What follows belongs to an exercise in optimizing a design on an open flow for small area, a short achievable clock period and few clock cycles per item; a production flow would make more cautious choices. The RTL was checked by simulation tests, not by an equivalence proof against the original design.

==> flow/design.v (outline; a module is shown in full before it is edited, if it fits) <==
// module cheb_fa: 4 lines
// module cheb_sel3: 3 lines
// module cheb_ha: 4 lines
// module cheb_bpp: 3 lines
// module cheb_bppn: 3 lines
// module cheb_mac2: 324 lines
// module cheb_mac1: 532 lines
// module cheb_mac0: 524 lines
// module cheb_dsub: 115 lines
// module cheb_accadd: 175 lines
// module cheb_cpa16: 75 lines
// module cheb_cpa25: 117 lines
// module layer: 205 lines
module layer #(
    parameter integer WIDTH     = 16,
    parameter integer ACC_WIDTH = 22
)(
    input  logic              clk,
    input  logic              rst_n,
    input  logic              start,
    input  logic signed [WIDTH-1:0] x_in,
    output logic              ready,
    output logic              debug_bit,
    output logic signed [WIDTH-1:0]     y_out,
    output logic signed [ACC_WIDTH-1:0] acc_out
);
  // ...
==> flow/flow/run.sh <==
#!/bin/bash
# The standard layout (the standard.sh), in three parts:
#  1. the standard synthesis;
#  3. the rest of the standard flow, with timing repair aimed at a setup
#     slack margin of 6.8 ns and free to resize cells across footprints, so
#     that it buffers and sizes up what the critical paths need. The SDC,
#     clock period and I/O constraints are unchanged.
set -euo pipefail
bash standard.sh synth > synth.log 2>&1
openroad -no_init -exit flow/presize.tcl > presize.log 2>&1
bash standard.sh SETUP_SLACK_MARGIN=6.8 MATCH_CELL_FOOTPRINT=0 finish > standard.log 2>&1
==> flow/flow/presize.tcl <==
# After the standard synthesis, before the standard floorplan:
#  - take out the buffers ABC put in (the layout's repair buffers what it needs);
#  - give flip-flops that drive many loads a stronger drive (same cell type,
#    dfxtp_1 -> dfxtp_2 or dfxtp_4).
set odb orfs/results/sky130hd/layer/base/1_synth.odb
read_db $odb
read_liberty $::env(FLOW_HOME)/platforms/sky130hd/lib/sky130_fd_sc_hd__tt_025C_1v80.lib
remove_buffers
set db [ord::get_db]
set block [ord::get_db_block]
set aoi1 [$db findMaster sky130_fd_sc_hd__a22oi_1]
set ff2 [$db findMaster sky130_fd_sc_hd__dfxtp_2]
set ff4 [$db findMaster sky130_fd_sc_hd__dfxtp_4]
set n 0
set f2 0
set f4 0
foreach inst [$block getInsts] {
  set m [[$inst getMaster] getName]
  if {$m eq "sky130_fd_sc_hd__a22oi_2"} {
    $inst swapMaster $aoi1
    incr n
  } elseif {$m eq "sky130_fd_sc_hd__dfxtp_1"} {
    set q [$inst findITerm Q]
    set net [$q getNet]
    if {$net eq "NULL"} { continue }
    set loads [expr {[llength [$net getITerms]] - 1 + [llength [$net getBTerms]]}]
    if {$loads >= 12} {
      $inst swapMaster $ff4
      incr f4
    } elseif {$loads >= 6} {
      $inst swapMaster $ff2
      incr f2
    }
  }
}
puts "a22oi_2 -> a22oi_1: $n; dfxtp_1 -> dfxtp_2: $f2, -> dfxtp_4: $f4"
write_db $odb
==> flow/standard.sh <==
#!/bin/bash
# synth_recipe.tcl (not shown) runs the flow's synth.tcl, then flattens the netlist and writes it again
# the make line also repeats each setting of config.mk as NAME=value (left out here)
make -C /OpenROAD-flow-scripts/flow DESIGN_CONFIG=/design/flow/config.mk WORK_HOME=/design/flow/orfs CLKGATE_MAP_FILE= SYNTH_SCRIPT=/design/flow/synth_recipe.tcl "${@:-finish}"
==> flow/config.mk <==
export PLATFORM = sky130hd
export DESIGN_NAME = layer
export DESIGN_NICKNAME = layer
export VERILOG_FILES = /design/flow/design.v
export SDC_FILE = /design/flow/constraint.sdc
export NUM_CORES = 4
export LEC_CHECK = 0
export CAP_MARGIN = 20
export CORE_MARGIN = 2
export CORE_UTILIZATION = 40
export CTS_BUF_LIST = sky130_fd_sc_hd__clkbuf_4 sky130_fd_sc_hd__clkbuf_8
export SLEW_MARGIN = 20
export SYNTH_HIERARCHICAL = 1
export SYNTH_MINIMUM_KEEP_SIZE = 0
==> flow/constraint.sdc <==
create_clock -name core_clock -period 10.0 [get_ports {clk}]
set_input_delay 2.0000 -clock core_clock [delete_from_list [all_inputs] [get_ports {clk}]]
set_output_delay 2.0000 -clock core_clock [all_outputs]
set_load 0.01 [all_outputs]
==> results.sh, run 1 <==
export IMPL_status="finished clean"
export IMPL_cts_resized=50
export IMPL_die_area_mm2=0.0680
export IMPL_critPathSlowestCell="dfrtp_1"
export IMPL_nNetsFinal=2872
export IMPL_slew_headroom_pct=23.8
export IMPL_regToRegStartpoint="u[0]"
export IMPL_dp_cells=3182
export IMPL_insertedDiodeCount=1
export IMPL_initial_core_util_pct=40.3
export IMPL_syn_inst=2258
export IMPL_drive_gt1_share_pct=12.8
export IMPL_synthToLayoutAreaGrowth_pct=13.0
export IMPL_top_layer="met4"
export IMPL_finalClockSkew_ns=0.0442
export IMPL_rsz0062_at_grt="true"
export IMPL_final_cell_mix="372 x xnor2_1, 316 x a22oi_1, 284 x fa_1"
export IMPL_num_multi_input_gates=1732
export IMPL_drt_iter0_markers=1015
export IMPL_hp_start="e3[20]"
export IMPL_tap_cells=864
export IMPL_critPathCapture="ready"
export IMPL_cp_start_kind="register"
export IMPL_syn_avg_cell_area_um2=11.7
export IMPL_slew_violations=0
export IMPL_post_route_period_util_pct=31.3
export IMPL_dr_wl_met2_um=30600
export IMPL_n_fill_cell=6027
export IMPL_reg_top3="a2 x25, b2s x25"
export IMPL_dominant_cells="multi-input combinational cells"
export IMPL_worstSkewPairLatency_ns=0.67
export IMPL_sh_seq_area_pct=29.5
Testbench counts, summed over its fixed seeds: cycles 8,840, items 384.
==> module cheb_mac2, before the edit <==
module cheb_mac2 (
  input  logic [20:0] kin,
  input  logic [14:0] dig,
  input  logic [15:0] x,
  output logic [24:0] ca,
  output logic [24:0] cb
);
  wire [4:0] m2_one = dig[4:0];
  wire [4:0] m2_two = dig[9:5];
  wire [4:0] m2_neg = dig[14:10];
  wire m2_pp0_0 = (m2_one[0] & x[0]) ^ m2_neg[0];
  wire m2_pp0_1;
  cheb_bpp u_m2_pp0_1 (.one(m2_one[0]), .two(m2_two[0]), .neg(m2_neg[0]), .bi(x[1]), .bim1(x[0]), .p(m2_pp0_1));
  wire m2_pp0_2;
  cheb_bpp u_m2_pp0_2 (.one(m2_one[0]), .two(m2_two[0]), .neg(m2_neg[0]), .bi(x[2]), .bim1(x[1]), .p(m2_pp0_2));
  wire m2_pp0_3;
  cheb_bpp u_m2_pp0_3 (.one(m2_one[0]), .two(m2_two[0]), .neg(m2_neg[0]), .bi(x[3]), .bim1(x[2]), .p(m2_pp0_3));
  wire m2_pp0_4;
  cheb_bpp u_m2_pp0_4 (.one(m2_one[0]), .two(m2_two[0]), .neg(m2_neg[0]), .bi(x[4]), .bim1(x[3]), .p(m2_pp0_4));
  wire m2_pp0_5;
  cheb_bpp u_m2_pp0_5 (.one(m2_one[0]), .two(m2_two[0]), .neg(m2_neg[0]), .bi(x[5]), .bim1(x[4]), .p(m2_pp0_5));
  wire m2_pp0_6;
  cheb_bpp u_m2_pp0_6 (.one(m2_one[0]), .two(m2_two[0]), .neg(m2_neg[0]), .bi(x[6]), .bim1(x[5]), .p(m2_pp0_6));
  wire m2_pp0_7;
  cheb_bpp u_m2_pp0_7 (.one(m2_one[0]), .two(m2_two[0]), .neg(m2_neg[0]), .bi(x[7]), .bim1(x[6]), .p(m2_pp0_7));
  wire m2_pp0_8;
  cheb_bpp u_m2_pp0_8 (.one(m2_one[0]), .two(m2_two[0]), .neg(m2_neg[0]), .bi(x[8]), .bim1(x[7]), .p(m2_pp0_8));
  wire m2_pp0_9;
  cheb_bpp u_m2_pp0_9 (.one(m2_one[0]), .two(m2_two[0]), .neg(m2_neg[0]), .bi(x[9]), .bim1(x[8]), .p(m2_pp0_9));
  wire m2_pp0_10;
  cheb_bpp u_m2_pp0_10 (.one(m2_one[0]), .two(m2_two[0]), .neg(m2_neg[0]), .bi(x[10]), .bim1(x[9]), .p(m2_pp0_10));
  wire m2_pp0_11;
  cheb_bpp u_m2_pp0_11 (.one(m2_one[0]), .two(m2_two[0]), .neg(m2_neg[0]), .bi(x[11]), .bim1(x[10]), .p(m2_pp0_11));
  wire m2_pp0_12;
  cheb_bpp u_m2_pp0_12 (.one(m2_one[0]), .two(m2_two[0]), .neg(m2_neg[0]), .bi(x[12]), .bim1(x[11]), .p(m2_pp0_12));
  wire m2_pp0_13;
  cheb_bpp u_m2_pp0_13 (.one(m2_one[0]), .two(m2_two[0]), .neg(m2_neg[0]), .bi(x[13]), .bim1(x[12]), .p(m2_pp0_13));
  wire m2_pp0_14;
  cheb_bpp u_m2_pp0_14 (.one(m2_one[0]), .two(m2_two[0]), .neg(m2_neg[0]), .bi(x[14]), .bim1(x[13]), .p(m2_pp0_14));
  wire m2_pp0_15;
  cheb_bpp u_m2_pp0_15 (.one(m2_one[0]), .two(m2_two[0]), .neg(m2_neg[0]), .bi(x[15]), .bim1(x[14]), .p(m2_pp0_15));
  wire m2_pp0_16;
  cheb_bppn u_m2_pp0_16 (.one(m2_one[0]), .two(m2_two[0]), .neg(m2_neg[0]), .bi(x[15]), .bim1(x[15]), .p(m2_pp0_16));
  wire m2_pp1_0 = (m2_one[1] & x[0]) ^ m2_neg[1];
  wire m2_pp1_1;
  cheb_bpp u_m2_pp1_1 (.one(m2_one[1]), .two(m2_two[1]), .neg(m2_neg[1]), .bi(x[1]), .bim1(x[0]), .p(m2_pp1_1));
  wire m2_pp1_2;
  cheb_bpp u_m2_pp1_2 (.one(m2_one[1]), .two(m2_two[1]), .neg(m2_neg[1]), .bi(x[2]), .bim1(x[1]), .p(m2_pp1_2));
  wire m2_pp1_3;
  cheb_bpp u_m2_pp1_3 (.one(m2_one[1]), .two(m2_two[1]), .neg(m2_neg[1]), .bi(x[3]), .bim1(x[2]), .p(m2_pp1_3));
  wire m2_pp1_4;
  cheb_bpp u_m2_pp1_4 (.one(m2_one[1]), .two(m2_two[1]), .neg(m2_neg[1]), .bi(x[4]), .bim1(x[3]), .p(m2_pp1_4));
  wire m2_pp1_5;
  cheb_bpp u_m2_pp1_5 (.one(m2_one[1]), .two(m2_two[1]), .neg(m2_neg[1]), .bi(x[5]), .bim1(x[4]), .p(m2_pp1_5));
  wire m2_pp1_6;
  cheb_bpp u_m2_pp1_6 (.one(m2_one[1]), .two(m2_two[1]), .neg(m2_neg[1]), .bi(x[6]), .bim1(x[5]), .p(m2_pp1_6));
  wire m2_pp1_7;
  cheb_bpp u_m2_pp1_7 (.one(m2_one[1]), .two(m2_two[1]), .neg(m2_neg[1]), .bi(x[7]), .bim1(x[6]), .p(m2_pp1_7));
  wire m2_pp1_8;
  cheb_bpp u_m2_pp1_8 (.one(m2_one[1]), .two(m2_two[1]), .neg(m2_neg[1]), .bi(x[8]), .bim1(x[7]), .p(m2_pp1_8));
  wire m2_pp1_9;
  cheb_bpp u_m2_pp1_9 (.one(m2_one[1]), .two(m2_two[1]), .neg(m2_neg[1]), .bi(x[9]), .bim1(x[8]), .p(m2_pp1_9));
  wire m2_pp1_10;
  cheb_bpp u_m2_pp1_10 (.one(m2_one[1]), .two(m2_two[1]), .neg(m2_neg[1]), .bi(x[10]), .bim1(x[9]), .p(m2_pp1_10));
  wire m2_pp1_11;
  cheb_bpp u_m2_pp1_11 (.one(m2_one[1]), .two(m2_two[1]), .neg(m2_neg[1]), .bi(x[11]), .bim1(x[10]), .p(m2_pp1_11));
  wire m2_pp1_12;
  cheb_bpp u_m2_pp1_12 (.one(m2_one[1]), .two(m2_two[1]), .neg(m2_neg[1]), .bi(x[12]), .bim1(x[11]), .p(m2_pp1_12));
  wire m2_pp1_13;
  cheb_bpp u_m2_pp1_13 (.one(m2_one[1]), .two(m2_two[1]), .neg(m2_neg[1]), .bi(x[13]), .bim1(x[12]), .p(m2_pp1_13));
  wire m2_pp1_14;
  cheb_bpp u_m2_pp1_14 (.one(m2_one[1]), .two(m2_two[1]), .neg(m2_neg[1]), .bi(x[14]), .bim1(x[13]), .p(m2_pp1_14));
  wire m2_pp1_15;
  cheb_bpp u_m2_pp1_15 (.one(m2_one[1]), .two(m2_two[1]), .neg(m2_neg[1]), .bi(x[15]), .bim1(x[14]), .p(m2_pp1_15));
  wire m2_pp1_16;
  cheb_bppn u_m2_pp1_16 (.one(m2_one[1]), .two(m2_two[1]), .neg(m2_neg[1]), .bi(x[15]), .bim1(x[15]), .p(m2_pp1_16));
  wire m2_pp2_0 = (m2_one[2] & x[0]) ^ m2_neg[2];
  wire m2_pp2_1;
  cheb_bpp u_m2_pp2_1 (.one(m2_one[2]), .two(m2_two[2]), .neg(m2_neg[2]), .bi(x[1]), .bim1(x[0]), .p(m2_pp2_1));
  wire m2_pp2_2;
  cheb_bpp u_m2_pp2_2 (.one(m2_one[2]), .two(m2_two[2]), .neg(m2_neg[2]), .bi(x[2]), .bim1(x[1]), .p(m2_pp2_2));
  wire m2_pp2_3;
  cheb_bpp u_m2_pp2_3 (.one(m2_one[2]), .two(m2_two[2]), .neg(m2_neg[2]), .bi(x[3]), .bim1(x[2]), .p(m2_pp2_3));
  wire m2_pp2_4;
  cheb_bpp u_m2_pp2_4 (.one(m2_one[2]), .two(m2_two[2]), .neg(m2_neg[2]), .bi(x[4]), .bim1(x[3]), .p(m2_pp2_4));
  wire m2_pp2_5;
  cheb_bpp u_m2_pp2_5 (.one(m2_one[2]), .two(m2_two[2]), .neg(m2_neg[2]), .bi(x[5]), .bim1(x[4]), .p(m2_pp2_5));
  wire m2_pp2_6;
  cheb_bpp u_m2_pp2_6 (.one(m2_one[2]), .two(m2_two[2]), .neg(m2_neg[2]), .bi(x[6]), .bim1(x[5]), .p(m2_pp2_6));
  wire m2_pp2_7;
  cheb_bpp u_m2_pp2_7 (.one(m2_one[2]), .two(m2_two[2]), .neg(m2_neg[2]), .bi(x[7]), .bim1(x[6]), .p(m2_pp2_7));
  wire m2_pp2_8;
  cheb_bpp u_m2_pp2_8 (.one(m2_one[2]), .two(m2_two[2]), .neg(m2_neg[2]), .bi(x[8]), .bim1(x[7]), .p(m2_pp2_8));
  wire m2_pp2_9;
  cheb_bpp u_m2_pp2_9 (.one(m2_one[2]), .two(m2_two[2]), .neg(m2_neg[2]), .bi(x[9]), .bim1(x[8]), .p(m2_pp2_9));
  wire m2_pp2_10;
  cheb_bpp u_m2_pp2_10 (.one(m2_one[2]), .two(m2_two[2]), .neg(m2_neg[2]), .bi(x[10]), .bim1(x[9]), .p(m2_pp2_10));
  wire m2_pp2_11;
  cheb_bpp u_m2_pp2_11 (.one(m2_one[2]), .two(m2_two[2]), .neg(m2_neg[2]), .bi(x[11]), .bim1(x[10]), .p(m2_pp2_11));
  wire m2_pp2_12;
  cheb_bpp u_m2_pp2_12 (.one(m2_one[2]), .two(m2_two[2]), .neg(m2_neg[2]), .bi(x[12]), .bim1(x[11]), .p(m2_pp2_12));
  wire m2_pp2_13;
  cheb_bpp u_m2_pp2_13 (.one(m2_one[2]), .two(m2_two[2]), .neg(m2_neg[2]), .bi(x[13]), .bim1(x[12]), .p(m2_pp2_13));
  wire m2_pp2_14;
  cheb_bpp u_m2_pp2_14 (.one(m2_one[2]), .two(m2_two[2]), .neg(m2_neg[2]), .bi(x[14]), .bim1(x[13]), .p(m2_pp2_14));
  wire m2_pp2_15;
  cheb_bpp u_m2_pp2_15 (.one(m2_one[2]), .two(m2_two[2]), .neg(m2_neg[2]), .bi(x[15]), .bim1(x[14]), .p(m2_pp2_15));
  wire m2_pp2_16;
  cheb_bppn u_m2_pp2_16 (.one(m2_one[2]), .two(m2_two[2]), .neg(m2_neg[2]), .bi(x[15]), .bim1(x[15]), .p(m2_pp2_16));
  wire m2_pp3_0 = (m2_one[3] & x[0]) ^ m2_neg[3];
  wire m2_pp3_1;
  cheb_bpp u_m2_pp3_1 (.one(m2_one[3]), .two(m2_two[3]), .neg(m2_neg[3]), .bi(x[1]), .bim1(x[0]), .p(m2_pp3_1));
  wire m2_pp3_2;
  cheb_bpp u_m2_pp3_2 (.one(m2_one[3]), .two(m2_two[3]), .neg(m2_neg[3]), .bi(x[2]), .bim1(x[1]), .p(m2_pp3_2));
  wire m2_pp3_3;
  cheb_bpp u_m2_pp3_3 (.one(m2_one[3]), .two(m2_two[3]), .neg(m2_neg[3]), .bi(x[3]), .bim1(x[2]), .p(m2_pp3_3));
  wire m2_pp3_4;
  cheb_bpp u_m2_pp3_4 (.one(m2_one[3]), .two(m2_two[3]), .neg(m2_neg[3]), .bi(x[4]), .bim1(x[3]), .p(m2_pp3_4));
  wire m2_pp3_5;
  cheb_bpp u_m2_pp3_5 (.one(m2_one[3]), .two(m2_two[3]), .neg(m2_neg[3]), .bi(x[5]), .bim1(x[4]), .p(m2_pp3_5));
  wire m2_pp3_6;
  cheb_bpp u_m2_pp3_6 (.one(m2_one[3]), .two(m2_two[3]), .neg(m2_neg[3]), .bi(x[6]), .bim1(x[5]), .p(m2_pp3_6));
  wire m2_pp3_7;
  cheb_bpp u_m2_pp3_7 (.one(m2_one[3]), .two(m2_two[3]), .neg(m2_neg[3]), .bi(x[7]), .bim1(x[6]), .p(m2_pp3_7));
  wire m2_pp3_8;
  cheb_bpp u_m2_pp3_8 (.one(m2_one[3]), .two(m2_two[3]), .neg(m2_neg[3]), .bi(x[8]), .bim1(x[7]), .p(m2_pp3_8));
  wire m2_pp3_9;
  cheb_bpp u_m2_pp3_9 (.one(m2_one[3]), .two(m2_two[3]), .neg(m2_neg[3]), .bi(x[9]), .bim1(x[8]), .p(m2_pp3_9));
  wire m2_pp3_10;
  cheb_bpp u_m2_pp3_10 (.one(m2_one[3]), .two(m2_two[3]), .neg(m2_neg[3]), .bi(x[10]), .bim1(x[9]), .p(m2_pp3_10));
  wire m2_pp3_11;
  cheb_bpp u_m2_pp3_11 (.one(m2_one[3]), .two(m2_two[3]), .neg(m2_neg[3]), .bi(x[11]), .bim1(x[10]), .p(m2_pp3_11));
  wire m2_pp3_12;
  cheb_bpp u_m2_pp3_12 (.one(m2_one[3]), .two(m2_two[3]), .neg(m2_neg[3]), .bi(x[12]), .bim1(x[11]), .p(m2_pp3_12));
  wire m2_pp3_13;
  cheb_bpp u_m2_pp3_13 (.one(m2_one[3]), .two(m2_two[3]), .neg(m2_neg[3]), .bi(x[13]), .bim1(x[12]), .p(m2_pp3_13));
  wire m2_pp3_14;
  cheb_bpp u_m2_pp3_14 (.one(m2_one[3]), .two(m2_two[3]), .neg(m2_neg[3]), .bi(x[14]), .bim1(x[13]), .p(m2_pp3_14));
  wire m2_pp3_15;
  cheb_bpp u_m2_pp3_15 (.one(m2_one[3]), .two(m2_two[3]), .neg(m2_neg[3]), .bi(x[15]), .bim1(x[14]), .p(m2_pp3_15));
  wire m2_pp3_16;
  cheb_bppn u_m2_pp3_16 (.one(m2_one[3]), .two(m2_two[3]), .neg(m2_neg[3]), .bi(x[15]), .bim1(x[15]), .p(m2_pp3_16));
  wire m2_pp4_0 = (m2_one[4] & x[0]) ^ m2_neg[4];
  wire m2_pp4_1;
  cheb_bpp u_m2_pp4_1 (.one(m2_one[4]), .two(m2_two[4]), .neg(m2_neg[4]), .bi(x[1]), .bim1(x[0]), .p(m2_pp4_1));
  wire m2_pp4_2;
  cheb_bpp u_m2_pp4_2 (.one(m2_one[4]), .two(m2_two[4]), .neg(m2_neg[4]), .bi(x[2]), .bim1(x[1]), .p(m2_pp4_2));
  wire m2_pp4_3;
  cheb_bpp u_m2_pp4_3 (.one(m2_one[4]), .two(m2_two[4]), .neg(m2_neg[4]), .bi(x[3]), .bim1(x[2]), .p(m2_pp4_3));
  wire m2_pp4_4;
  cheb_bpp u_m2_pp4_4 (.one(m2_one[4]), .two(m2_two[4]), .neg(m2_neg[4]), .bi(x[4]), .bim1(x[3]), .p(m2_pp4_4));
  wire m2_pp4_5;
  cheb_bpp u_m2_pp4_5 (.one(m2_one[4]), .two(m2_two[4]), .neg(m2_neg[4]), .bi(x[5]), .bim1(x[4]), .p(m2_pp4_5));
  wire m2_pp4_6;
  cheb_bpp u_m2_pp4_6 (.one(m2_one[4]), .two(m2_two[4]), .neg(m2_neg[4]), .bi(x[6]), .bim1(x[5]), .p(m2_pp4_6));
  wire m2_pp4_7;
  cheb_bpp u_m2_pp4_7 (.one(m2_one[4]), .two(m2_two[4]), .neg(m2_neg[4]), .bi(x[7]), .bim1(x[6]), .p(m2_pp4_7));
  wire m2_pp4_8;
  cheb_bpp u_m2_pp4_8 (.one(m2_one[4]), .two(m2_two[4]), .neg(m2_neg[4]), .bi(x[8]), .bim1(x[7]), .p(m2_pp4_8));
  wire m2_pp4_9;
  cheb_bpp u_m2_pp4_9 (.one(m2_one[4]), .two(m2_two[4]), .neg(m2_neg[4]), .bi(x[9]), .bim1(x[8]), .p(m2_pp4_9));
  wire m2_pp4_10;
  cheb_bpp u_m2_pp4_10 (.one(m2_one[4]), .two(m2_two[4]), .neg(m2_neg[4]), .bi(x[10]), .bim1(x[9]), .p(m2_pp4_10));
  wire m2_pp4_11;
  cheb_bpp u_m2_pp4_11 (.one(m2_one[4]), .two(m2_two[4]), .neg(m2_neg[4]), .bi(x[11]), .bim1(x[10]), .p(m2_pp4_11));
  wire m2_pp4_12;
  cheb_bpp u_m2_pp4_12 (.one(m2_one[4]), .two(m2_two[4]), .neg(m2_neg[4]), .bi(x[12]), .bim1(x[11]), .p(m2_pp4_12));
  wire m2_pp4_13;
  cheb_bpp u_m2_pp4_13 (.one(m2_one[4]), .two(m2_two[4]), .neg(m2_neg[4]), .bi(x[13]), .bim1(x[12]), .p(m2_pp4_13));
  wire m2_pp4_14;
  cheb_bpp u_m2_pp4_14 (.one(m2_one[4]), .two(m2_two[4]), .neg(m2_neg[4]), .bi(x[14]), .bim1(x[13]), .p(m2_pp4_14));
  wire m2_pp4_15;
  cheb_bpp u_m2_pp4_15 (.one(m2_one[4]), .two(m2_two[4]), .neg(m2_neg[4]), .bi(x[15]), .bim1(x[14]), .p(m2_pp4_15));
  wire m2_pp4_16;
  cheb_bppn u_m2_pp4_16 (.one(m2_one[4]), .two(m2_two[4]), .neg(m2_neg[4]), .bi(x[15]), .bim1(x[15]), .p(m2_pp4_16));
  wire m2_w1 = ~kin[12];
  wire m2_w2 = kin[12];
  wire m2_w3 = ~kin[13];
  wire m2_w4 = kin[13];
  wire m2_w5, m2_w6;
  cheb_ha u_m2_w5 (.a(kin[3]), .b(m2_pp0_6), .s(m2_w5), .co(m2_w6));
  wire m2_w7, m2_w8;
  cheb_ha u_m2_w7 (.a(m2_pp0_7), .b(m2_pp1_5), .s(m2_w7), .co(m2_w8));
  wire m2_w9, m2_w10;
  cheb_fa u_m2_w9 (.a(kin[4]), .b(m2_pp0_8), .c(m2_pp1_6), .s(m2_w9), .co(m2_w10));
  wire m2_w11, m2_w12;
  cheb_ha u_m2_w11 (.a(m2_pp2_4), .b(m2_pp3_2), .s(m2_w11), .co(m2_w12));
  wire m2_w13, m2_w14;
  cheb_fa u_m2_w13 (.a(kin[5]), .b(m2_pp0_9), .c(m2_pp1_7), .s(m2_w13), .co(m2_w14));
  wire m2_w15, m2_w16;
  cheb_fa u_m2_w15 (.a(m2_pp2_5), .b(m2_pp3_3), .c(m2_pp4_1), .s(m2_w15), .co(m2_w16));
  wire m2_w17, m2_w18;
  cheb_fa u_m2_w17 (.a(kin[6]), .b(m2_pp0_10), .c(m2_pp1_8), .s(m2_w17), .co(m2_w18));
  wire m2_w19, m2_w20;
  cheb_fa u_m2_w19 (.a(m2_pp2_6), .b(m2_pp3_4), .c(m2_pp4_2), .s(m2_w19), .co(m2_w20));
  wire m2_w21, m2_w22;
  cheb_fa u_m2_w21 (.a(kin[7]), .b(m2_pp0_11), .c(m2_pp1_9), .s(m2_w21), .co(m2_w22));
  wire m2_w23, m2_w24;
  cheb_fa u_m2_w23 (.a(m2_pp2_7), .b(m2_pp3_5), .c(m2_pp4_3), .s(m2_w23), .co(m2_w24));
  wire m2_w25, m2_w26;
  cheb_fa u_m2_w25 (.a(kin[8]), .b(m2_pp0_12), .c(m2_pp1_10), .s(m2_w25), .co(m2_w26));
  wire m2_w27, m2_w28;
  cheb_fa u_m2_w27 (.a(m2_pp2_8), .b(m2_pp3_6), .c(m2_pp4_4), .s(m2_w27), .co(m2_w28));
  wire m2_w29, m2_w30;
  cheb_fa u_m2_w29 (.a(kin[9]), .b(m2_pp0_13), .c(m2_pp1_11), .s(m2_w29), .co(m2_w30));
  wire m2_w31, m2_w32;
  cheb_fa u_m2_w31 (.a(m2_pp2_9), .b(m2_pp3_7), .c(m2_pp4_5), .s(m2_w31), .co(m2_w32));
  wire m2_w33, m2_w34;
  cheb_fa u_m2_w33 (.a(kin[10]), .b(m2_pp0_14), .c(m2_pp1_12), .s(m2_w33), .co(m2_w34));
  wire m2_w35, m2_w36;
  cheb_fa u_m2_w35 (.a(m2_pp2_10), .b(m2_pp3_8), .c(m2_pp4_6), .s(m2_w35), .co(m2_w36));
  wire m2_w37, m2_w38;
  cheb_fa u_m2_w37 (.a(kin[11]), .b(m2_pp0_15), .c(m2_pp1_13), .s(m2_w37), .co(m2_w38));
  wire m2_w39, m2_w40;
  cheb_fa u_m2_w39 (.a(m2_pp2_11), .b(m2_pp3_9), .c(m2_pp4_7), .s(m2_w39), .co(m2_w40));
  wire m2_w41, m2_w42;
  cheb_fa u_m2_w41 (.a(m2_w1), .b(m2_pp0_16), .c(m2_pp1_14), .s(m2_w41), .co(m2_w42));
  wire m2_w43, m2_w44;
  cheb_fa u_m2_w43 (.a(m2_pp2_12), .b(m2_pp3_10), .c(m2_pp4_8), .s(m2_w43), .co(m2_w44));
  wire m2_w45, m2_w46;
  cheb_fa u_m2_w45 (.a(m2_w2), .b(m2_w3), .c(m2_pp1_15), .s(m2_w45), .co(m2_w46));
  wire m2_w47, m2_w48;
  cheb_fa u_m2_w47 (.a(m2_pp2_13), .b(m2_pp3_11), .c(m2_pp4_9), .s(m2_w47), .co(m2_w48));
  wire m2_w49, m2_w50;
  cheb_fa u_m2_w49 (.a(kin[14]), .b(m2_w4), .c(m2_pp1_16), .s(m2_w49), .co(m2_w50));
  wire m2_w51, m2_w52;
  cheb_fa u_m2_w51 (.a(m2_pp2_14), .b(m2_pp3_12), .c(m2_pp4_10), .s(m2_w51), .co(m2_w52));
  wire m2_w53 = ~(kin[15] ^ m2_pp2_15);
  wire m2_w54 = kin[15] | m2_pp2_15;
  wire m2_w55, m2_w56;
  cheb_ha u_m2_w55 (.a(m2_pp3_13), .b(m2_pp4_11), .s(m2_w55), .co(m2_w56));
  wire m2_w57, m2_w58;
  cheb_fa u_m2_w57 (.a(kin[16]), .b(m2_pp2_16), .c(m2_pp3_14), .s(m2_w57), .co(m2_w58));
  wire m2_w59 = ~kin[17];
  wire m2_w60 = kin[17];
  wire m2_w61, m2_w62;
  cheb_ha u_m2_w61 (.a(kin[2]), .b(m2_pp0_4), .s(m2_w61), .co(m2_w62));
  wire m2_w63, m2_w64;
  cheb_ha u_m2_w63 (.a(m2_pp0_5), .b(m2_pp1_3), .s(m2_w63), .co(m2_w64));
  wire m2_w65, m2_w66;
  cheb_fa u_m2_w65 (.a(m2_pp1_4), .b(m2_pp2_2), .c(m2_pp3_0), .s(m2_w65), .co(m2_w66));
  wire m2_w67, m2_w68;
  cheb_fa u_m2_w67 (.a(m2_pp2_3), .b(m2_pp3_1), .c(m2_w6), .s(m2_w67), .co(m2_w68));
  wire m2_w69, m2_w70;
  cheb_fa u_m2_w69 (.a(m2_pp4_0), .b(m2_w8), .c(m2_w11), .s(m2_w69), .co(m2_w70));
  wire m2_w71, m2_w72;
  cheb_fa u_m2_w71 (.a(m2_w12), .b(m2_w10), .c(m2_w13), .s(m2_w71), .co(m2_w72));
  wire m2_w73, m2_w74;
  cheb_fa u_m2_w73 (.a(m2_w14), .b(m2_w16), .c(m2_w17), .s(m2_w73), .co(m2_w74));
  wire m2_w75, m2_w76;
  cheb_fa u_m2_w75 (.a(m2_w18), .b(m2_w20), .c(m2_w21), .s(m2_w75), .co(m2_w76));
  wire m2_w77, m2_w78;
  cheb_fa u_m2_w77 (.a(m2_w22), .b(m2_w24), .c(m2_w25), .s(m2_w77), .co(m2_w78));
  wire m2_w79, m2_w80;
  cheb_fa u_m2_w79 (.a(m2_w26), .b(m2_w28), .c(m2_w29), .s(m2_w79), .co(m2_w80));
  wire m2_w81, m2_w82;
  cheb_fa u_m2_w81 (.a(m2_w30), .b(m2_w32), .c(m2_w33), .s(m2_w81), .co(m2_w82));
  wire m2_w83, m2_w84;
  cheb_fa u_m2_w83 (.a(m2_w34), .b(m2_w36), .c(m2_w37), .s(m2_w83), .co(m2_w84));
  wire m2_w85, m2_w86;
  cheb_fa u_m2_w85 (.a(m2_w38), .b(m2_w40), .c(m2_w41), .s(m2_w85), .co(m2_w86));
  wire m2_w87, m2_w88;
  cheb_fa u_m2_w87 (.a(m2_w42), .b(m2_w44), .c(m2_w45), .s(m2_w87), .co(m2_w88));
  wire m2_w89, m2_w90;
  cheb_fa u_m2_w89 (.a(m2_w46), .b(m2_w48), .c(m2_w49), .s(m2_w89), .co(m2_w90));
  wire m2_w91, m2_w92;
  cheb_fa u_m2_w91 (.a(m2_w55), .b(m2_w50), .c(m2_w52), .s(m2_w91), .co(m2_w92));
  wire m2_w93, m2_w94;
  cheb_fa u_m2_w93 (.a(m2_pp4_12), .b(m2_w56), .c(m2_w54), .s(m2_w93), .co(m2_w94));
  wire m2_w95, m2_w96;
  cheb_fa u_m2_w95 (.a(m2_w59), .b(m2_pp3_15), .c(m2_pp4_13), .s(m2_w95), .co(m2_w96));
  wire m2_w97, m2_w98;
  cheb_fa u_m2_w97 (.a(kin[18]), .b(m2_w60), .c(m2_pp3_16), .s(m2_w97), .co(m2_w98));
  wire m2_w99 = ~kin[19];
  wire m2_w100 = kin[19];
  wire m2_w101, m2_w102;
  cheb_ha u_m2_w101 (.a(kin[1]), .b(m2_pp0_2), .s(m2_w101), .co(m2_w102));
  wire m2_w103, m2_w104;
  cheb_ha u_m2_w103 (.a(m2_pp0_3), .b(m2_pp1_1), .s(m2_w103), .co(m2_w104));
  wire m2_w105, m2_w106;
  cheb_fa u_m2_w105 (.a(m2_pp1_2), .b(m2_pp2_0), .c(m2_w61), .s(m2_w105), .co(m2_w106));
  wire m2_w107, m2_w108;
  cheb_fa u_m2_w107 (.a(m2_pp2_1), .b(m2_w62), .c(m2_w63), .s(m2_w107), .co(m2_w108));
  wire m2_w109, m2_w110;
  cheb_fa u_m2_w109 (.a(m2_w64), .b(m2_w5), .c(m2_w65), .s(m2_w109), .co(m2_w110));
  wire m2_w111, m2_w112;
  cheb_fa u_m2_w111 (.a(m2_w7), .b(m2_w66), .c(m2_w67), .s(m2_w111), .co(m2_w112));
  wire m2_w113, m2_w114;
  cheb_fa u_m2_w113 (.a(m2_w9), .b(m2_w68), .c(m2_w69), .s(m2_w113), .co(m2_w114));
  wire m2_w115, m2_w116;
  cheb_fa u_m2_w115 (.a(m2_w15), .b(m2_w70), .c(m2_w71), .s(m2_w115), .co(m2_w116));
  wire m2_w117, m2_w118;
  cheb_fa u_m2_w117 (.a(m2_w19), .b(m2_w72), .c(m2_w73), .s(m2_w117), .co(m2_w118));
  wire m2_w119, m2_w120;
  cheb_fa u_m2_w119 (.a(m2_w23), .b(m2_w74), .c(m2_w75), .s(m2_w119), .co(m2_w120));
  wire m2_w121, m2_w122;
  cheb_fa u_m2_w121 (.a(m2_w27), .b(m2_w76), .c(m2_w77), .s(m2_w121), .co(m2_w122));
  wire m2_w123, m2_w124;
  cheb_fa u_m2_w123 (.a(m2_w31), .b(m2_w78), .c(m2_w79), .s(m2_w123), .co(m2_w124));
  wire m2_w125, m2_w126;
  cheb_fa u_m2_w125 (.a(m2_w35), .b(m2_w80), .c(m2_w81), .s(m2_w125), .co(m2_w126));
  wire m2_w127, m2_w128;
  cheb_fa u_m2_w127 (.a(m2_w39), .b(m2_w82), .c(m2_w83), .s(m2_w127), .co(m2_w128));
  wire m2_w129, m2_w130;
  cheb_fa u_m2_w129 (.a(m2_w43), .b(m2_w84), .c(m2_w85), .s(m2_w129), .co(m2_w130));
  wire m2_w131, m2_w132;
  cheb_fa u_m2_w131 (.a(m2_w47), .b(m2_w86), .c(m2_w87), .s(m2_w131), .co(m2_w132));
  wire m2_w133, m2_w134;
  cheb_fa u_m2_w133 (.a(m2_w51), .b(m2_w88), .c(m2_w89), .s(m2_w133), .co(m2_w134));
  wire m2_w135, m2_w136;
  cheb_fa u_m2_w135 (.a(m2_w53), .b(m2_w90), .c(m2_w91), .s(m2_w135), .co(m2_w136));
  wire m2_w137, m2_w138;
  cheb_fa u_m2_w137 (.a(m2_w57), .b(m2_w92), .c(m2_w93), .s(m2_w137), .co(m2_w138));
  wire m2_w139, m2_w140;
  cheb_fa u_m2_w139 (.a(m2_w58), .b(m2_w95), .c(m2_w94), .s(m2_w139), .co(m2_w140));
  wire m2_w141, m2_w142;
  cheb_fa u_m2_w141 (.a(m2_pp4_14), .b(m2_w96), .c(m2_w97), .s(m2_w141), .co(m2_w142));
  wire m2_w143, m2_w144;
  cheb_fa u_m2_w143 (.a(m2_w99), .b(m2_pp4_15), .c(m2_w98), .s(m2_w143), .co(m2_w144));
  wire m2_w145, m2_w146;
  cheb_fa u_m2_w145 (.a(kin[20]), .b(m2_w100), .c(m2_pp4_16), .s(m2_w145), .co(m2_w146));
  assign ca = {m2_w144, m2_w142, m2_w140, m2_w138, m2_w136, m2_w134, m2_w132, m2_w130, m2_w128, m2_w126, m2_w124, m2_w122, m2_w120, m2_w118, m2_w116, m2_w114, m2_w112, m2_w110, m2_w108, m2_w106, m2_w104, m2_w102, m2_w101, m2_pp0_1, kin[0]};
  assign cb = {m2_w145, m2_w143, m2_w141, m2_w139, m2_w137, m2_w135, m2_w133, m2_w131, m2_w129, m2_w127, m2_w125, m2_w123, m2_w121, m2_w119, m2_w117, m2_w115, m2_w113, m2_w111, m2_w109, m2_w107, m2_w105, m2_w103, m2_pp1_0, 1'b0, m2_pp0_0};
endmodule
==> module layer, before the edit <==
module layer #(
    parameter integer WIDTH     = 16,
    parameter integer ACC_WIDTH = 22
)(
    input  logic              clk,
    input  logic              rst_n,
    input  logic              start,
    input  logic signed [WIDTH-1:0] x_in,
    output logic              ready,
    output logic              debug_bit,
    output logic signed [WIDTH-1:0]     y_out,
    output logic signed [ACC_WIDTH-1:0] acc_out
);
    logic        active;
    logic [3:0]  cnt;
    always_ff @(posedge clk or negedge rst_n) begin
        if (!rst_n) begin
            active <= 1'b0;
            cnt    <= 4'd0;
        end else if (start) begin
            active <= 1'b1;
            cnt    <= 4'd1;
        end else if (active) begin
            cnt <= cnt + 4'd1;
            if (cnt == 4'd15) active <= 1'b0;
        end
    end
    logic v0, v1, v2, v3, v4, v5, lst6, lst7;
    logic [3:0] i0, i1, i2, i3, i4;
    always_ff @(posedge clk or negedge rst_n) begin
        if (!rst_n) begin
            v0 <= 1'b0; v1 <= 1'b0; v2 <= 1'b0; v3 <= 1'b0;
            v4 <= 1'b0; v5 <= 1'b0;
            lst6 <= 1'b0; lst7 <= 1'b0; ready <= 1'b0;
        end else begin
            v0 <= start | active;
            v1 <= v0;
            v2 <= v1;
            v3 <= v2;
            v4 <= v3;
            v5 <= v4;
            lst6  <= v4 && i4 == 4'd15;
            lst7  <= lst6;
            ready <= lst7;
        end
    end
  logic [14:0] dig_c;
  always_comb begin
    case (cnt)
      4'd0: dig_c = 15'h48d8;
      4'd1: dig_c = 15'h689b;
      4'd2: dig_c = 15'h5114;
      4'd3: dig_c = 15'h543e;
      4'd4: dig_c = 15'h4a8a;
      4'd5: dig_c = 15'h5455;
      4'd6: dig_c = 15'h6d17;
      4'd7: dig_c = 15'h5d36;
      4'd8: dig_c = 15'h280e;
      4'd9: dig_c = 15'h6555;
      4'd10: dig_c = 15'h1954;
      4'd11: dig_c = 15'h6499;
      4'd12: dig_c = 15'h301d;
      4'd13: dig_c = 15'h4455;
      4'd14: dig_c = 15'hc13;
      4'd15: dig_c = 15'h4855;
      default: dig_c = '0;
    endcase
  end
    wire [14:0] dig_n = start ? 15'h48d8 : dig_c;
    function automatic logic [23:0] booth_enc(input logic [15:0] x);
        logic [16:0] xx;
        xx = {x, 1'b0};
        for (int j = 0; j < 8; j++) begin
            booth_enc[j]      = xx[2*j+1] ^ xx[2*j];
            booth_enc[8 + j]  = (xx[2*j+2] & ~xx[2*j+1] & ~xx[2*j]) |
                                (~xx[2*j+2] & xx[2*j+1] & xx[2*j]);
            booth_enc[16 + j] = xx[2*j+2];
        end
    endfunction
    logic [15:0] x0, x1;
    logic [14:0] dig0;
    logic [23:0] e2, e3, e4;                      
    logic [24:0] a2, b2s;                         
    logic [15:0] a1, b1s, a0, b0s;
    logic        c1, c0;
    logic [15:0] b2, b2d, b1, d;
    logic [24:0] a2_n, b2s_n;
    logic [15:0] a1_n, b1s_n, a0_n, b0s_n;
    logic        c1_n, c0_n;
    logic [15:0] b2_n, b1_n, d_n;
  logic [20:0] k2_c;
  always_comb begin
    case (cnt)
      4'd0: k2_c = 21'h2c2;
      4'd1: k2_c = 21'h1ffeaa;
      4'd2: k2_c = 21'h764;
      4'd3: k2_c = 21'h25e5;
      4'd4: k2_c = 21'h1ff822;
      4'd5: k2_c = 21'h1ff5e5;
      4'd6: k2_c = 21'h1fe8ab;
      4'd7: k2_c = 21'h207;
      4'd8: k2_c = 21'h7ba;
      4'd9: k2_c = 21'h1fef09;
      4'd10: k2_c = 21'h1ff7d6;
      4'd11: k2_c = 21'h1ffbc9;
      4'd12: k2_c = 21'h57c;
      4'd13: k2_c = 21'h1ffec1;
      4'd14: k2_c = 21'h1553;
      4'd15: k2_c = 21'h1fff22;
      default: k2_c = '0;
    endcase
  end
    wire [20:0] k2_n = start ? 21'h2c2 : k2_c;
  logic [15:0] k1_n;
  always_comb begin
    case ({x1[15], i1})
      5'd0: k1_n = 16'h12c;
      5'd1: k1_n = 16'h16f;
      5'd2: k1_n = 16'h11d;
      5'd3: k1_n = 16'h6d;
      5'd4: k1_n = 16'h21e;
      5'd5: k1_n = 16'h1aa;
      5'd6: k1_n = 16'h1e8;
      5'd7: k1_n = 16'hee;
      5'd8: k1_n = 16'h97;
      5'd9: k1_n = 16'h1f0;
      5'd10: k1_n = 16'hfe2c;
      5'd11: k1_n = 16'h1d0;
      5'd12: k1_n = 16'hff30;
      5'd13: k1_n = 16'h1bd;
      5'd14: k1_n = 16'hfef7;
      5'd15: k1_n = 16'h208;
      5'd16: k1_n = 16'h14c;
      5'd17: k1_n = 16'h18f;
      5'd18: k1_n = 16'h13d;
      5'd19: k1_n = 16'h8d;
      5'd20: k1_n = 16'h23e;
      5'd21: k1_n = 16'h1ca;
      5'd22: k1_n = 16'h208;
      5'd23: k1_n = 16'h10e;
      5'd24: k1_n = 16'hb7;
      5'd25: k1_n = 16'h210;
      5'd26: k1_n = 16'hfe4c;
      5'd27: k1_n = 16'h1f0;
      5'd28: k1_n = 16'hff50;
      5'd29: k1_n = 16'h1dd;
      5'd30: k1_n = 16'hff17;
      5'd31: k1_n = 16'h228;
      default: k1_n = '0;
    endcase
  end
    logic [20:0] k2r;
    logic [15:0] k1r;
    always_ff @(posedge clk) begin
        x0   <= x_in;
        i0   <= start ? 4'd0 : cnt;
        dig0 <= dig_n;
        k2r  <= k2_n;
        x1 <= x0;  i1 <= i0;
        a2 <= a2_n; b2s <= b2s_n;
        e2 <= booth_enc(x1);  i2 <= i1;
        k1r <= k1_n;
        b2 <= b2_n;
        e3 <= e2;  i3 <= i2;
        a1 <= a1_n; b1s <= b1s_n; c1 <= c1_n;
        b2d <= b2;
        e4 <= e3;  i4 <= i3;
        b1 <= b1_n;
        d  <= d_n;
        a0 <= a0_n; b0s <= b0s_n; c0 <= c0_n;
    end
    cheb_mac2  u_m2  (.kin(k2r), .dig(dig0), .x(x0), .ca(a2_n), .cb(b2s_n));
    cheb_cpa25 u_p2  (.a(a2), .b(b2s), .s(b2_n));
    cheb_mac1  u_m1  (.kin1(k1r), .xe(e2), .bin(b2), .ca(a1_n), .cb(b1s_n), .cc(c1_n));
    cheb_cpa16 u_p1  (.a(a1), .b(b1s), .c(c1), .s(b1_n));
    cheb_dsub  u_ds  (.idx(i3), .x15(e3[23]), .b2(b2d), .d(d_n));
    cheb_mac0  u_m0  (.xe(e4), .bin(b1), .d(d), .ca(a0_n), .cb(b0s_n), .cc(c0_n));
    logic [ACC_WIDTH-1:0] u, u_n;
    logic [1:0]           cr, cr_n;
    cheb_accadd u_acc (.u(u), .cr(cr), .a(a0), .b(b0s), .c(c0), .s(u_n), .crn(cr_n));
    always_ff @(posedge clk) begin
        u  <= v5 ? u_n : '0;
        cr <= v5 ? cr_n : 2'd0;
    end
    wire [ACC_WIDTH-1:0] acc = {u[21:16] - {4'b0, cr}, u[15:0]};
    function automatic logic [WIDTH-1:0] requant(input logic [ACC_WIDTH-1:0] a);
        if (!a[21] && a[20:10] != '0)
            requant = 16'h7fff;
        else if (a[21] && (a[20:10] != '1 || a[9:0] == '0))
            requant = 16'h8001;
        else
            requant = {a[10:0], 5'b0};
    endfunction
    logic [ACC_WIDTH-1:0] acc_q;
    logic [WIDTH-1:0]     yq;
    logic                 dbg;
    always_ff @(posedge clk) begin
        acc_q <= acc;
        yq    <= requant(acc);
        dbg   <= ^acc ^ ^requant(acc);
    end
    assign acc_out   = acc_q;
    assign y_out     = yq;
    assign debug_bit = dbg;
endmodule
==> inputs of run 2 (changes only) <==
--- a/flow/design.v
+++ b/flow/design.v
@@ -20,8 +20,9 @@
   input  logic [20:0] kin,
   input  logic [14:0] dig,
   input  logic [15:0] x,
-  output logic [24:0] ca,
-  output logic [24:0] cb
+  output logic [15:0] ca,
+  output logic [15:0] cb,
+  output logic cc
 );
   wire [4:0] m2_one = dig[4:0];
   wire [4:0] m2_two = dig[9:5];
@@ -337,8 +338,29 @@
   cheb_fa u_m2_w143 (.a(m2_w99), .b(m2_pp4_15), .c(m2_w98), .s(m2_w143), .co(m2_w144));
   wire m2_w145, m2_w146;
   cheb_fa u_m2_w145 (.a(kin[20]), .b(m2_w100), .c(m2_pp4_16), .s(m2_w145), .co(m2_w146));
-  assign ca = {m2_w144, m2_w142, m2_w140, m2_w138, m2_w136, m2_w134, m2_w132, m2_w130, m2_w128, m2_w126, m2_w124, m2_w122, m2_w120, m2_w118, m2_w116, m2_w114, m2_w112, m2_w110, m2_w108, m2_w106, m2_w104, m2_w102, m2_w101, m2_pp0_1, kin[0]};
-  assign cb = {m2_w145, m2_w143, m2_w141, m2_w139, m2_w137, m2_w135, m2_w133, m2_w131, m2_w129, m2_w127, m2_w125, m2_w123, m2_w121, m2_w119, m2_w117, m2_w115, m2_w113, m2_w111, m2_w109, m2_w107, m2_w105, m2_w103, m2_pp1_0, 1'b0, m2_pp0_0};
+  wire [24:0] m2_a = {m2_w144, m2_w142, m2_w140, m2_w138, m2_w136, m2_w134, m2_w132, m2_w130, m2_w128, m2_w126, m2_w124, m2_w122, m2_w120, m2_w118, m2_w116, m2_w114, m2_w112, m2_w110, m2_w108, m2_w106, m2_w104, m2_w102, m2_w101, m2_pp0_1, kin[0]};
+  wire [24:0] m2_b = {m2_w145, m2_w143, m2_w141, m2_w139, m2_w137, m2_w135, m2_w133, m2_w131, m2_w129, m2_w127, m2_w125, m2_w123, m2_w121, m2_w119, m2_w117, m2_w115, m2_w113, m2_w111, m2_w109, m2_w107, m2_w105, m2_w103, m2_pp1_0, 1'b0, m2_pp0_0};
+  wire [8:0] m2_g = m2_a[8:0] & m2_b[8:0];
+  wire [8:0] m2_p = m2_a[8:0] ^ m2_b[8:0];
+  wire m2_G0_1 = m2_g[1] | (m2_p[1] & m2_g[0]);
+  wire m2_P0_1 = m2_p[1] & m2_p[0];
+  wire m2_G2_3 = m2_g[3] | (m2_p[3] & m2_g[2]);
+  wire m2_P2_3 = m2_p[3] & m2_p[2];
+  wire m2_G0_3 = m2_G2_3 | (m2_P2_3 & m2_G0_1);
+  wire m2_P0_3 = m2_P2_3 & m2_P0_1;
+  wire m2_G4_5 = m2_g[5] | (m2_p[5] & m2_g[4]);
+  wire m2_P4_5 = m2_p[5] & m2_p[4];
+  wire m2_G7_8 = m2_g[8] | (m2_p[8] & m2_g[7]);
+  wire m2_P7_8 = m2_p[8] & m2_p[7];
+  wire m2_G6_8 = m2_G7_8 | (m2_P7_8 & m2_g[6]);
+  wire m2_P6_8 = m2_P7_8 & m2_p[6];
+  wire m2_G4_8 = m2_G6_8 | (m2_P6_8 & m2_G4_5);
+  wire m2_P4_8 = m2_P6_8 & m2_P4_5;
+  wire m2_G0_8 = m2_G4_8 | (m2_P4_8 & m2_G0_3);
+  wire m2_P0_8 = m2_P4_8 & m2_P0_3;
+  assign ca = m2_a[24:9];
+  assign cb = m2_b[24:9];
+  assign cc = m2_G0_8;
 endmodule
 module cheb_mac1 (
   input  logic [15:0] kin1,
@@ -1761,123 +1783,6 @@
   wire P3_15 = P2_15 & P2_7;
   assign s = {p[15] ^ G3_14, p[14] ^ G3_13, p[13] ^ G3_12, p[12] ^ G3_11, p[11] ^ G3_10, p[10] ^ G3_9, p[9] ^ G3_8, p[8] ^ G2_7, p[7] ^ G2_6, p[6] ^ G2_5, p[5] ^ G2_4, p[4] ^ G1_3, p[3] ^ G1_2, p[2] ^ G0_1, p[1] ^ g0c, p[0] ^ c};
 endmodule
-module cheb_cpa25 (
-  input  logic [24:0] a,
-  input  logic [24:0] b,
-  output logic [15:0] s
-);
-  wire [24:0] g = a & b;
-  wire [24:0] p = a ^ b;
-  wire G0_1 = g[1] | (p[1] & g[0]);
-  wire P0_1 = p[1] & p[0];
-  wire G0_3 = g[3] | (p[3] & g[2]);
-  wire P0_3 = p[3] & p[2];
-  wire G0_5 = g[5] | (p[5] & g[4]);
-  wire P0_5 = p[5] & p[4];
-  wire G0_7 = g[7] | (p[7] & g[6]);
-  wire P0_7 = p[7] & p[6];
-  wire G0_9 = g[9] | (p[9] & g[8]);
-  wire P0_9 = p[9] & p[8];
-  wire G0_11 = g[11] | (p[11] & g[10]);
-  wire P0_11 = p[11] & p[10];
-  wire G0_13 = g[13] | (p[13] & g[12]);
-  wire P0_13 = p[13] & p[12];
-  wire G0_15 = g[15] | (p[15] & g[14]);
-  wire P0_15 = p[15] & p[14];
-  wire G0_17 = g[17] | (p[17] & g[16]);
-  wire P0_17 = p[17] & p[16];
-  wire G0_19 = g[19] | (p[19] & g[18]);
-  wire P0_19 = p[19] & p[18];
-  wire G0_21 = g[21] | (p[21] & g[20]);
-  wire P0_21 = p[21] & p[20];
-  wire G0_23 = g[23] | (p[23] & g[22]);
-  wire P0_23 = p[23] & p[22];
-  wire G1_2 = g[2] | (p[2] & G0_1);
-  wire P1_2 = p[2] & P0_1;
-  wire G1_3 = G0_3 | (P0_3 & G0_1);
-  wire P1_3 = P0_3 & P0_1;
-  wire G1_6 = g[6] | (p[6] & G0_5);
-  wire P1_6 = p[6] & P0_5;
-  wire G1_7 = G0_7 | (P0_7 & G0_5);
-  wire P1_7 = P0_7 & P0_5;
-  wire G1_10 = g[10] | (p[10] & G0_9);
-  wire P1_10 = p[10] & P0_9;
-  wire G1_11 = G0_11 | (P0_11 & G0_9);
-  wire P1_11 = P0_11 & P0_9;
-  wire G1_14 = g[14] | (p[14] & G0_13);
-  wire P1_14 = p[14] & P0_13;
-  wire G1_15 = G0_15 | (P0_15 & G0_13);
-  wire P1_15 = P0_15 & P0_13;
-  wire G1_18 = g[18] | (p[18] & G0_17);
-  wire P1_18 = p[18] & P0_17;
-  wire G1_19 = G0_19 | (P0_19 & G0_17);
-  wire P1_19 = P0_19 & P0_17;
-  wire G1_22 = g[22] | (p[22] & G0_21);
-  wire P1_22 = p[22] & P0_21;
-  wire G1_23 = G0_23 | (P0_23 & G0_21);
-  wire P1_23 = P0_23 & P0_21;
-  wire G2_4 = g[4] | (p[4] & G1_3);
-  wire P2_4 = p[4] & P1_3;
-  wire G2_5 = G0_5 | (P0_5 & G1_3);
-  wire P2_5 = P0_5 & P1_3;
-  wire G2_6 = G1_6 | (P1_6 & G1_3);
-  wire P2_6 = P1_6 & P1_3;
-  wire G2_7 = G1_7 | (P1_7 & G1_3);
-  wire P2_7 = P1_7 & P1_3;
-  wire G2_12 = g[12] | (p[12] & G1_11);
-  wire P2_12 = p[12] & P1_11;
-  wire G2_13 = G0_13 | (P0_13 & G1_11);
-  wire P2_13 = P0_13 & P1_11;
-  wire G2_14 = G1_14 | (P1_14 & G1_11);
-  wire P2_14 = P1_14 & P1_11;
-  wire G2_15 = G1_15 | (P1_15 & G1_11);
-  wire P2_15 = P1_15 & P1_11;
-  wire G2_20 = g[20] | (p[20] & G1_19);
-  wire P2_20 = p[20] & P1_19;
-  wire G2_21 = G0_21 | (P0_21 & G1_19);
-  wire P2_21 = P0_21 & P1_19;
-  wire G2_22 = G1_22 | (P1_22 & G1_19);
-  wire P2_22 = P1_22 & P1_19;
-  wire G2_23 = G1_23 | (P1_23 & G1_19);
-  wire P2_23 = P1_23 & P1_19;
-  wire G3_8 = g[8] | (p[8] & G2_7);
-  wire P3_8 = p[8] & P2_7;
-  wire G3_9 = G0_9 | (P0_9 & G2_7);
-  wire P3_9 = P0_9 & P2_7;
-  wire G3_10 = G1_10 | (P1_10 & G2_7);
-  wire P3_10 = P1_10 & P2_7;
-  wire G3_11 = G1_11 | (P1_11 & G2_7);
-  wire P3_11 = P1_11 & P2_7;
-  wire G3_12 = G2_12 | (P2_12 & G2_7);
-  wire P3_12 = P2_12 & P2_7;
-  wire G3_13 = G2_13 | (P2_13 & G2_7);
-  wire P3_13 = P2_13 & P2_7;
-  wire G3_14 = G2_14 | (P2_14 & G2_7);
-  wire P3_14 = P2_14 & P2_7;
-  wire G3_15 = G2_15 | (P2_15 & G2_7);
-  wire P3_15 = P2_15 & P2_7;
-  wire G3_24 = g[24] | (p[24] & G2_23);
-  wire P3_24 = p[24] & P2_23;
-  wire G4_16 = g[16] | (p[16] & G3_15);
-  wire P4_16 = p[16] & P3_15;
-  wire G4_17 = G0_17 | (P0_17 & G3_15);
-  wire P4_17 = P0_17 & P3_15;
-  wire G4_18 = G1_18 | (P1_18 & G3_15);
-  wire P4_18 = P1_18 & P3_15;
-  wire G4_19 = G1_19 | (P1_19 & G3_15);
-  wire P4_19 = P1_19 & P3_15;
-  wire G4_20 = G2_20 | (P2_20 & G3_15);
-  wire P4_20 = P2_20 & P3_15;
-  wire G4_21 = G2_21 | (P2_21 & G3_15);
-  wire P4_21 = P2_21 & P3_15;
-  wire G4_22 = G2_22 | (P2_22 & G3_15);
-  wire P4_22 = P2_22 & P3_15;
-  wire G4_23 = G2_23 | (P2_23 & G3_15);
-  wire P4_23 = P2_23 & P3_15;
-  wire G4_24 = G3_24 | (P3_24 & G3_15);
-  wire P4_24 = P3_24 & P3_15;
-  assign s = {p[24] ^ G4_23, p[23] ^ G4_22, p[22] ^ G4_21, p[21] ^ G4_20, p[20] ^ G4_19, p[19] ^ G4_18, p[18] ^ G4_17, p[17] ^ G4_16, p[16] ^ G3_15, p[15] ^ G3_14, p[14] ^ G3_13, p[13] ^ G3_12, p[12] ^ G3_11, p[11] ^ G3_10, p[10] ^ G3_9, p[9] ^ G3_8};
-endmodule
 `timescale 1ns / 1ps
 module layer #(
     parameter integer WIDTH     = 16,
@@ -1961,13 +1866,11 @@
     logic [15:0] x0, x1;
     logic [14:0] dig0;
     logic [23:0] e2, e3, e4;                      
-    logic [24:0] a2, b2s;                         
-    logic [15:0] a1, b1s, a0, b0s;
-    logic        c1, c0;
+    logic [15:0] a2, b2s, a1, b1s, a0, b0s;      
+    logic        c2, c1, c0;
     logic [15:0] b2, b2d, b1, d;
-    logic [24:0] a2_n, b2s_n;
-    logic [15:0] a1_n, b1s_n, a0_n, b0s_n;
-    logic        c1_n, c0_n;
+    logic [15:0] a2_n, b2s_n, a1_n, b1s_n, a0_n, b0s_n;
+    logic        c2_n, c1_n, c0_n;
     logic [15:0] b2_n, b1_n, d_n;
   logic [20:0] k2_c;
   always_comb begin
@@ -2038,7 +1941,7 @@
         dig0 <= dig_n;
         k2r  <= k2_n;
         x1 <= x0;  i1 <= i0;
-        a2 <= a2_n; b2s <= b2s_n;
+        a2 <= a2_n; b2s <= b2s_n; c2 <= c2_n;
         e2 <= booth_enc(x1);  i2 <= i1;
         k1r <= k1_n;
         b2 <= b2_n;
@@ -2050,8 +1953,8 @@
         d  <= d_n;
         a0 <= a0_n; b0s <= b0s_n; c0 <= c0_n;
     end
-    cheb_mac2  u_m2  (.kin(k2r), .dig(dig0), .x(x0), .ca(a2_n), .cb(b2s_n));
-    cheb_cpa25 u_p2  (.a(a2), .b(b2s), .s(b2_n));
+    cheb_mac2  u_m2  (.kin(k2r), .dig(dig0), .x(x0), .ca(a2_n), .cb(b2s_n), .cc(c2_n));
+    cheb_cpa16 u_p2  (.a(a2), .b(b2s), .c(c2), .s(b2_n));
     cheb_mac1  u_m1  (.kin1(k1r), .xe(e2), .bin(b2), .ca(a1_n), .cb(b1s_n), .cc(c1_n));
     cheb_cpa16 u_p1  (.a(a1), .b(b1s), .c(c1), .s(b1_n));
     cheb_dsub  u_ds  (.idx(i3), .x15(e3[23]), .b2(b2d), .d(d_n));
==> flow/flow/run.sh (replaced) <==
#!/bin/bash
# The standard layout (the standard.sh), in three parts:
#  1. the standard synthesis;
#  3. the rest of the standard flow, with timing repair aimed at a setup
#     slack margin of 6.9 ns and free to resize cells across footprints, so
#     that it buffers and sizes up what the critical paths need, and with
#     every input and output port buffered by a plain buf_2 (the standard
#     flow's port buffers here are delay cells). The SDC, clock period and
#     I/O constraints are unchanged.
set -euo pipefail
bash standard.sh synth > synth.log 2>&1
openroad -no_init -exit flow/presize.tcl > presize.log 2>&1
bash standard.sh SETUP_SLACK_MARGIN=6.9 MATCH_CELL_FOOTPRINT=0 \
  "BUFFER_PORTS_ARGS=-buffer_cell sky130_fd_sc_hd__buf_2" finish > standard.log 2>&1
==> run 2 against run 1 <==
Compared with the run above:
- still clean
- core utilization increased by 0.52 points
- hold slack improved by 0.014 ns
- critical path depth unchanged
- clock-buffer cell count shrank 2
- global-route usage grew 0.27 points
- clock skew fell by 0.023 ns
- final cell count rose by 0.39%
- critical path type unchanged
- largest cell class unchanged
- highest routed layer unchanged
==> results.sh, run 2 <==
export IMPL_register_area_mm2=0.00848
export IMPL_io_buffers=58
export IMPL_stdcell_count=3331
export IMPL_cts_hold_buf=0
export IMPL_core_mm2=0.0645
export IMPL_grt_overflow=0
export IMPL_drt_wirelength_per_cell_um=18.7
export IMPL_insertedDiodeCount=0
export IMPL_ctsHtreeMaxLevel=3
export IMPL_cts_tree="done"
export IMPL_clk_pin_slew_ns=0.06
export IMPL_final_cell_mix="369 x xnor2_1, 319 x a22oi_1, 288 x fa_1"
export IMPL_cp_end_kind="primary output"
export IMPL_fin_util_pct=46.0
export IMPL_drive_gt1_share_pct=16.5
export IMPL_syn_inst=2258
export IMPL_die_h_um=260
export IMPL_synthToLayoutAreaGrowth_pct=13.5
export IMPL_initial_core_util_pct=40.5
export IMPL_grt_total_usage_pct=18.7
export IMPL_maxCapViolations=0
export IMPL_clock_fmax_mhz=318
export IMPL_rows=93
export IMPL_grt_max_degree=42
export IMPL_gp_congestion=0.852
export IMPL_grt_pass1_vias=18915
export IMPL_grt_antenna_before_repair=0
export IMPL_vias_per_cell=5.35
export IMPL_worstSetupPathType="register to primary output"
export IMPL_ioPinCount=59
export IMPL_slew_violations=0
export IMPL_grt_pass1_wl_um=101000
export IMPL_rsz0062_at_grt="true"
export IMPL_drt_iter0_markers=1274
export IMPL_syn_num_nets=2736
export IMPL_cts_buffer_depth=3
export IMPL_crit_family="flip-flops"
export IMPL_crit_arrival_ns=1.14
export IMPL_die_area_mm2=0.0674
export IMPL_critPathMaxStageDelay_ns=0.36
export IMPL_ys_warnings_count=8
export IMPL_post_route_period_util_pct=31.4
export IMPL_dp_cells=3172
export IMPL_hpwlAfterDp_um=44000
export IMPL_hold_path_class="register to register"
export IMPL_crit_buf_inv=1
export IMPL_fin_crit_ns=3.14
export IMPL_antenna_left=0
export IMPL_drcViolationCount=0
export IMPL_reg_top3="e2 x24, e3 x24, e4 x24"
export IMPL_status="finished clean"
export IMPL_n_fill_cell=5960
export IMPL_slew_headroom_pct=42.6
export IMPL_hold_viol=0
export IMPL_cts_made_buffers=73
export IMPL_syn_area_mm2=0.0261
export IMPL_routed_wl_um=62200
export IMPL_cp_start_kind="register"
export IMPL_nNetsFinal=2894
export IMPL_cts_sinks=398
export IMPL_setup_tns_ns=0
export IMPL_multi_input_area_mm2=0.0173
export IMPL_final_common_cell="xnor2_1"
export IMPL_dr_pass1_iters=6
export IMPL_critPathRequiredTime_ns=8.00
export IMPL_critPathSlowestCell="dfrtp_1"
export IMPL_tightest_slew_ns=0.857
export IMPL_die_w_um=260
export IMPL_worstSkewPairLatency_ns=0.65
export IMPL_setup_violations_final=0
export IMPL_finalClockSkew_ns=0.0213
export IMPL_root_buffer="clkbuf_8"
export IMPL_vias=17829
export IMPL_crit_path_max_fanout=1
export IMPL_crit_path_cell_trace="buf_2"
export IMPL_syn_avg_cell_area_um2=11.6
[run 2: final timing paths]
| path | start | endpoint | slack, ns | cells after the start |
|---|---|---|---|---|
| min | i2[1] | i3[1] | 0.32 | 0 |
| min reg2reg | i2[1] | i3[1] | 0.32 | 0 |
| max reg2reg | b0s[0] | u[18] | 6.92 | 12 |
| min in group asynchronous | rst_n | cnt[2] | 1.22 | 1 |
| max | ready | ready | 6.86 | 1 |
| max in group asynchronous | rst_n | cnt[2] | 8.52 | 1 |
[run 2: metal layers]
layer | routed length (um) | global-route usage [%] | up-vias
met1 | 25600 | 22.8 | 8793
met4 | 2170 | 7.95 | 0
li1 | - | - | 8258
met3 | 3560 | 3.44 | 136
met2 | 30800 | 32.4 | 642
met5 | 0 | 0 | -
[run 2: area by class of cell]
class | count | area share (%)
clock buffer | 105 | 4.47
clock inverter | 30 | 1.51
inverter | 122 | 1.54
multi-input combinational | 1738 | 58.2
sequential | 398 | 28.6
tap | 855 | 3.61
timing repair buffer | 83 | 2.06
[run 2: timing repair]
item                       4_1_cts  5_1_grt
setup buffers                    9       15
gates resized for setup         15       26
hold endpoints to repair         0        0
pin swaps                        8        9
setup endpoints to repair       46       55
[run 2: through the flow]
step	setup WS, ns	hold WS (ns)	instance area (um^2)
after global routing	6.75	0.328	29700
final	6.86	0.324	29700
after floorplan	6.92	0.309	26100
after CTS	6.77	0.325	29400
after global placement	6.65	0.311	27500
after detailed placement	6.61	0.312	27500
Testbench counts of run 2, summed over its fixed seeds: cycles 8,840, items 384.

[static timing again, ports no longer ideal]
No port has a modelled driver above. Below, the same layouts with a new extraction and two added sets of constraints. Step 1, drivers: a clkbuf_16 drives clk and a buf_2 each remaining input, both assumed. Step 2 moves the port delays by t, midway between the first and last clock arrival at a register: inputs arrive t later, outputs are due t later. That takes back most of the time a late clock gives input paths. Three values: ideal ports, drivers, drivers and shift; two values: the first two.
run | shift t [ns] | setup WS [ns] | hold WS [ns] | worst setup path after step 2
run 1 | 0.705 | 6.869 / 6.816 / 6.366 | 0.311 / 0.311 / 0.311 | input to register
run 2 | 0.700 | 6.858 / 6.804 / 6.816 | 0.324 / 0.324 / 0.324 | input to register
After both steps setup and hold are still met in every run listed. For run 1, which loses most, drivers alone change the setup slack by -0.053 ns; drivers and shift together by -0.503 ns.
